What follows belongs to an exercise in optimizing a design on an open flow for small area; a production flow would make more cautious choices. Function was checked by simulation only, so behaviour that the tests miss may differ from the original. Power figures rest on the tool's default switching activity, not on a simulated workload.

==> flow/design.v (excerpt) <==
module chan_ctrl
(
	input  wire clk,  
	input  wire rst_n,
	output wire [ 6:0] rd_addr,
	input  wire [31:0] rd_data,
	output wire [ 6:0] wr_addr,
	output wire [31:0] wr_data,
	output wire        wr_stb,
	input  wire        sync_stb,
	input  wire [31:0] ch_enas,
	output reg  [ 7:0] out_data,
	output wire        out_stb_addr,  
	output wire        out_stb_mix    
);
==> flow/config.mk <==
export PLATFORM = sky130hd
export DESIGN_NAME = chan_ctrl
export DESIGN_NICKNAME = chan_ctrl
export VERILOG_FILES = /design/flow/design.v
export SDC_FILE = /design/flow/constraint.sdc
export NUM_CORES = 4
export LEC_CHECK = 0
export CAP_MARGIN = 20
export CORE_MARGIN = 2
export CORE_UTILIZATION = 65
export SLEW_MARGIN = 20
==> flow/constraint.sdc <==
create_clock -name core_clock -period 5.0 [get_ports {clk}]
set_input_delay 1.0000 -clock core_clock [delete_from_list [all_inputs] [get_ports {clk}]]
set_output_delay 1.0000 -clock core_clock [all_outputs]
set_load 0.01 [all_outputs]
standard.sh (not shown) runs the stock make flow with config.mk's settings and CLKGATE_MAP_FILE= SYNTH_SCRIPT=/design/flow/synth_recipe.tcl, a recipe that flattens the netlist after the stock synthesis.
==> flow/flow/run.sh <==
#!/bin/bash
# Own layout flow. Synthesis: the standard synthesis, then the same
# synthesis again with an ABC mapping of its own (flow/own_abc.tcl, flow/abc.script); the
# second netlist is used only if its registers are exactly the standard
# synthesis's (names and cell types), else the standard one is kept.
# Layout: the standard ORFS steps, with port buffers of the smallest buffer
# cell and a small clock tree without dummy loads. Each tool's output goes
# to its own log in this folder.
set -euo pipefail
R=orfs/results/sky130hd/chan_ctrl/base
bash standard.sh synth > synth_standard.log 2>&1
cp $R/1_2_yosys.v standard_1_2_yosys.v
{ head -1 synth_recipe.tcl; cat flow/own_abc.tcl; tail -n +2 synth_recipe.tcl; } > own_synth.tcl
export OWN_ABC_SCRIPT=$PWD/flow/abc.script
bash standard.sh clean_synth > clean_synth.log 2>&1
if bash standard.sh SYNTH_SCRIPT=$PWD/own_synth.tcl synth > synth_own.log 2>&1 &&
   python3 flow/regs.py standard_1_2_yosys.v $R/1_2_yosys.v > regs_check.log 2>&1; then
  echo "using the own synthesis" >> regs_check.log
else
  echo "using the standard synthesis" >> regs_check.log
  bash standard.sh clean_synth > clean_synth2.log 2>&1
  bash standard.sh synth > synth_standard2.log 2>&1
fi
export BUFFER_PORTS_ARGS="-buffer_cell sky130_fd_sc_hd__buf_1"
export CTS_ARGS="-sink_clustering_enable -repair_clock_nets -dont_use_dummy_load -root_buf sky130_fd_sc_hd__clkbuf_8 -buf_list {sky130_fd_sc_hd__clkbuf_4}"
bash standard.sh finish > layout.log 2>&1
==> flow/flow/abc.script <==
strash
&get -n
&fraig -x
&put
scorr
dc2
dretime
strash
&get -n
&dch -f
&nf {D}
&put
&get -n
&dch -f
&nf {D}
&put
Other scripts of this flow, unchanged in this note and not shown: flow/flow/own_abc.tcl, flow/flow/regs.py
Edit:
==> flow/flow/abc.script (replaced) <==
strash
balance
resub -K 6
rewrite
resub -K 6 -N 2
refactor
resub -K 8
balance
resub -K 8 -N 2
rewrite
resub -K 10
rewrite -z
resub -K 10 -N 2
balance
resub -K 12
refactor -z
resub -K 12 -N 2
balance
&get -n
&dch -f
&nf {D}
&put
What happened:
- The new run finished with timing, DRC and antenna clean
- setup slack degrades by 23 ps
- clock power goes up by about 2%
- cell area goes up by 2.2%
- wire length increases by 4.6%
- critical path depth came out lower by 3
- fmax went down by 0.49%
- total power went down by 5.8%
- utilization is higher by 0.47 points
- sequential cell count does not change
Edit:
==> flow/flow/abc.script (replaced) <==
strash
&get -n
&fraig -x
&put
scorr
dc2
dretime
strash
&get -n
&dch -f
&nf {D}
&put
&get -n
&dch -f
&nf {D}
&put
&get -n
&dch -f
&nf {D}
&put
- CORE_UTILIZATION: 65 -> 70
Result: The new run finished with timing, DRC and antenna clean. Die area came out lower by 9.7%. Worst setup slack degrades by 90 ps. Utilization came out higher by 7.4 points.
Edit:
--- a/flow/flow/run.sh
+++ b/flow/flow/run.sh
@@ -24,2 +24,3 @@
 export BUFFER_PORTS_ARGS="-buffer_cell sky130_fd_sc_hd__buf_1"
+export GPL_KEEP_OVERFLOW=0
 export CTS_ARGS="-sink_clustering_enable -repair_clock_nets -dont_use_dummy_load -root_buf sky130_fd_sc_hd__clkbuf_8 -buf_list {sky130_fd_sc_hd__clkbuf_4}"
- CORE_UTILIZATION: 70 -> 65
After rerunning: Worst setup slack is worse by 72 ps; hold slack gains 9.2 ps; clock-buffer cell count does not change; non-clock buffer count decreases by 12; via count went down by 1.0%; fmax drops by 1.5%; first-iteration DRC count grows by 9.8%; clock skew is higher by 4.2 ps; synthesized cell count does not change; total power decreases by 1.6%; die area is higher by 7.3%.

Another version of the RTL of chan_ctrl (not shown whole).
Size in the first run: roughly 580 cells after synthesis, ~72 flip-flops, ~120 I/O pins, about 4900 um2 of cells after synthesis.
clock: 5.0 ns
lec_check: 0
cap_margin: 20
core_margin: 2
core_utilization: 65
slew_margin: 20
==> flow/flow/run.sh <==
#!/bin/bash
# Own layout flow. Synthesis: the standard synthesis, then the same
# synthesis again with an area-oriented ABC mapping (flow/own_abc.tcl); the
# second netlist is used only if its registers are exactly the standard
# synthesis's (names and cell types), else the standard one is kept.
# Layout: the standard ORFS steps, with port buffers of the smallest buffer
# cell and a small clock tree without dummy loads. Each tool's output goes
# to its own log in this folder.
set -euo pipefail
R=orfs/results/sky130hd/chan_ctrl/base
bash standard.sh synth > synth_standard.log 2>&1
cp $R/1_2_yosys.v standard_1_2_yosys.v
{ head -1 synth_recipe.tcl; cat flow/own_abc.tcl; tail -n +2 synth_recipe.tcl; } > own_synth.tcl
bash standard.sh clean_synth > clean_synth.log 2>&1
if bash standard.sh SYNTH_SCRIPT=$PWD/own_synth.tcl synth > synth_own.log 2>&1 &&
   python3 flow/regs.py standard_1_2_yosys.v $R/1_2_yosys.v > regs_check.log 2>&1; then
  echo "using the own synthesis" >> regs_check.log
else
  echo "using the standard synthesis" >> regs_check.log
  bash standard.sh clean_synth > clean_synth2.log 2>&1
  bash standard.sh synth > synth_standard2.log 2>&1
fi
export BUFFER_PORTS_ARGS="-buffer_cell sky130_fd_sc_hd__buf_1"
export CTS_ARGS="-sink_clustering_enable -repair_clock_nets -dont_use_dummy_load -root_buf sky130_fd_sc_hd__clkbuf_8 -buf_list {sky130_fd_sc_hd__clkbuf_4 sky130_fd_sc_hd__clkbuf_8}"
bash standard.sh finish > layout.log 2>&1
Other scripts of this flow, unchanged in this note and not shown: flow/flow/own_abc.tcl, flow/flow/regs.py
Edit:
--- a/flow/flow/run.sh
+++ b/flow/flow/run.sh
@@ -23,3 +23,3 @@
 export BUFFER_PORTS_ARGS="-buffer_cell sky130_fd_sc_hd__buf_1"
-export CTS_ARGS="-sink_clustering_enable -repair_clock_nets -dont_use_dummy_load -root_buf sky130_fd_sc_hd__clkbuf_8 -buf_list {sky130_fd_sc_hd__clkbuf_4 sky130_fd_sc_hd__clkbuf_8}"
+export CTS_ARGS="-sink_clustering_enable -repair_clock_nets -dont_use_dummy_load -root_buf sky130_fd_sc_hd__clkbuf_8 -buf_list {sky130_fd_sc_hd__clkbuf_4}"
 bash standard.sh finish > layout.log 2>&1
After rerunning: Total power stays the same; routed wire length is unchanged; cell count is unchanged; cell area stays the same.
Edit:
--- a/flow/flow/run.sh
+++ b/flow/flow/run.sh
@@ -23,2 +23,3 @@
 export BUFFER_PORTS_ARGS="-buffer_cell sky130_fd_sc_hd__buf_1"
+export PRE_GLOBAL_PLACE_TCL=$PWD/flow/pre_gpl.tcl
 export CTS_ARGS="-sink_clustering_enable -repair_clock_nets -dont_use_dummy_load -root_buf sky130_fd_sc_hd__clkbuf_8 -buf_list {sky130_fd_sc_hd__clkbuf_4}"
==> flow/flow/pre_gpl.tcl (new file) <==
# Sourced before global placement (PRE_GLOBAL_PLACE_TCL): remove the
# synthesis buffers, as timing-driven placement would, so that placement
# need not be timing-driven; later timing repair buffers what it needs.
remove_buffers
GPL_TIMING_DRIVEN = 0   (was unset)
Effect: Combinational power stays flat; area after synthesis is unchanged; cell area came out higher by 1.1%.

RTL: one of the versions met above, not the one the previous note started from.
For scale: roughly 540 cells after synthesis, ~70 flip-flops, ~120 I/O pins, ~4700 um^2 of cells after synthesis.
==> flow/config.mk <==
export PLATFORM = sky130hd
export DESIGN_NAME = chan_ctrl
export DESIGN_NICKNAME = chan_ctrl
export VERILOG_FILES = /design/flow/design.v
export SDC_FILE = /design/flow/constraint.sdc
export NUM_CORES = 4
export LEC_CHECK = 0
export CAP_MARGIN = 20
export CORE_MARGIN = 2
export CORE_UTILIZATION = 65
export SLEW_MARGIN = 20
==> flow/constraint.sdc <==
create_clock -name core_clock -period 5.0 [get_ports {clk}]
set_input_delay 1.0000 -clock core_clock [delete_from_list [all_inputs] [get_ports {clk}]]
set_output_delay 1.0000 -clock core_clock [all_outputs]
set_load 0.01 [all_outputs]
==> flow/flow/run.sh <==
#!/bin/bash
# Own layout flow. Synthesis: the standard synthesis, then the same
# synthesis again with an ABC mapping of its own (flow/own_abc.tcl, flow/abc.script); the
# second netlist is used only if its registers are exactly the standard
# synthesis's (names and cell types), else the standard one is kept.
# Layout: the standard ORFS steps, with port buffers of the smallest buffer
# cell and a small clock tree without dummy loads. Each tool's output goes
# to its own log in this folder.
set -euo pipefail
R=orfs/results/sky130hd/chan_ctrl/base
bash standard.sh synth > synth_standard.log 2>&1
cp $R/1_2_yosys.v standard_1_2_yosys.v
{ head -1 synth_recipe.tcl; cat flow/own_abc.tcl; tail -n +2 synth_recipe.tcl; } > own_synth.tcl
export OWN_ABC_SCRIPT=$PWD/flow/abc.script
bash standard.sh clean_synth > clean_synth.log 2>&1
if bash standard.sh SYNTH_SCRIPT=$PWD/own_synth.tcl synth > synth_own.log 2>&1 &&
   python3 flow/regs.py standard_1_2_yosys.v $R/1_2_yosys.v > regs_check.log 2>&1; then
  echo "using the own synthesis" >> regs_check.log
else
  echo "using the standard synthesis" >> regs_check.log
  bash standard.sh clean_synth > clean_synth2.log 2>&1
  bash standard.sh synth > synth_standard2.log 2>&1
fi
export BUFFER_PORTS_ARGS="-buffer_cell sky130_fd_sc_hd__buf_1"
export CTS_ARGS="-sink_clustering_enable -repair_clock_nets -dont_use_dummy_load -root_buf sky130_fd_sc_hd__clkbuf_8 -buf_list {sky130_fd_sc_hd__clkbuf_4}"
bash standard.sh finish > layout.log 2>&1
==> flow/flow/abc.script <==
strash
&get -n
&fraig -x
&put
scorr
dc2
dretime
strash
&get -n
&dch -f
&nf {D}
&put
&get -n
&dch -f
&nf {D}
&put
&get -n
&dch -f
&nf {D}
&put
&get -n
&dch -f
&nf {D}
&put
==> flow/flow/own_abc.tcl <==
# Own ABC mapping, sourced after the first line of synth_recipe.tcl: ABC runs
# the script in flow/abc.script (one command per line) instead of ORFS's
# speed script. The rest of the synthesis, and so every register, is the
# standard synthesis's.
proc abc {args} {
  set f [open $::env(OWN_ABC_SCRIPT) r]
  set cmds [list]
  foreach line [split [read $f] "\n"] {
    set line [string trim $line]
    if { $line ne "" && [string index $line 0] ne "#" } { lappend cmds [string map {" " ","} $line] }
  }
  close $f
  set i [lsearch -exact $args -script]
  if { $i >= 0 } { lset args [expr {$i + 1}] "+[join $cmds {;}]" }
  yosys abc {*}$args
}
Other scripts of this flow, unchanged in this note and not shown: flow/flow/regs.py
Change:
--- a/flow/flow/abc.script
+++ b/flow/flow/abc.script
@@ -21,4 +20,0 @@
-&get -n
-&dch -f
-&nf {D}
-&put
- CAP_MARGIN: 20 -> 5
- SLEW_MARGIN: 20 -> 5
What happened:
- The new run finished with timing, DRC and antenna clean
- flip-flop and latch count does not change
- non-clock buffer count goes down by 5
- area after synthesis barely changes
- worst setup slack degrades by 0.10 ns
- routed wire length climbs by 3.4%
Change:
- CAP_MARGIN: 5 -> 20
- SLEW_MARGIN: 5 -> 20
What happened:
- The changed run finished clean
- sequential share of layout area is about the same
- wire length stays flat
- non-clock buffer count does not change
- hold slack barely changes
- final cell count is unchanged
- cell area barely changes
- die area stays the same
- clock-buffer cell count is unchanged
Change:
--- a/flow/flow/run.sh
+++ b/flow/flow/run.sh
@@ -3 +3 @@
-# synthesis again with an ABC mapping of its own (flow/own_abc.tcl, flow/abc.script); the
+# synthesis again with an area-oriented ABC mapping (flow/own_abc.tcl); the
@@ -14 +13,0 @@
-export OWN_ABC_SCRIPT=$PWD/flow/abc.script
==> flow/flow/own_abc.tcl (replaced) <==
# Own ABC mapping, sourced after the first line of synth_recipe.tcl: the
# adder modules (if any) with ORFS's ABC script, everything else with an
# area-oriented ABC script. The rest of the synthesis is the standard one,
# so the registers are the standard synthesis's registers.
proc abc {args} {
  set adders [list]
  foreach m {chan_ctrl_add12 chan_ctrl_add20} {
    if { [llength [tee -q -s result.string select -list $m]] > 0 } { lappend adders $m }
  }
  if { [llength $adders] > 0 } {
    yosys abc {*}$args {*}$adders
  }
  set i [lsearch -exact $args -script]
  if { $i >= 0 } {
    lset args [expr {$i + 1}] "+strash;&get,-n;&fraig,-x;&put;scorr;dc2;dretime;strash;&get,-n;&dch,-f;&nf,{D};&put"
  }
  yosys abc {*}$args chan_ctrl
}
removed: flow/flow/abc.script
Final cell count rises by 3.2%.
Die area rises by 1.6%.
Design area rises by 2.4%.
Hold slack barely changes.

==> afterwards: timing with drivers on the ports <==
No port has a modelled driver above. Below, the same layouts with a new extraction and two added sets of constraints.
Step 1, drivers: a clkbuf_16 drives clk and a buf_2 each remaining input, both assumed.
Step 2 also shifts input and output timing later by t, the mid clock arrival at the registers, as if the neighbouring blocks saw the same clock.
Slacks: ideal ports / drivers / drivers and shift; pairs: ideal ports / drivers.
run	t (ns)	slack for setup (ns)	slew at the worst register clock pin (ns)	cell pins on the clock port's net
the first run of note 1	0.374	0.376 / 0.376 / 0.198	0.08 / 0.08	1
the second run of note 1	0.379	0.353 / 0.353 / 0.242	0.08 / 0.08	1
the third run of note 1	0.373	0.263 / 0.263 / 0.046	0.08 / 0.08	1
the fourth run of note 1	0.384	0.191 / 0.191 / 0.043	0.09 / 0.09	1
the first run of note 2	0.377	0.437 / 0.437 / 0.353	0.09 / 0.09	1
the second run of note 2	0.377	0.437 / 0.437 / 0.353	0.09 / 0.09	1
the third run of note 2	0.378	0.326 / 0.326 / 0.143	0.08 / 0.08	1
the first run of note 3	0.368	0.381 / 0.381 / 0.077	0.07 / 0.07	1
the second run of note 3	0.371	0.277 / 0.277 / 0.146	0.08 / 0.08	1
the third run of note 3	0.373	0.365 / 0.365 / 0.202	0.08 / 0.08	1
the fourth run of note 3	0.381	0.458 / 0.458 / 0.180	0.09 / 0.09	1
After both steps setup and hold are still met in every run listed. For the first run of note 3, which loses most, drivers alone change the setup slack by 0.000 ns; drivers and shift together by -0.304 ns.
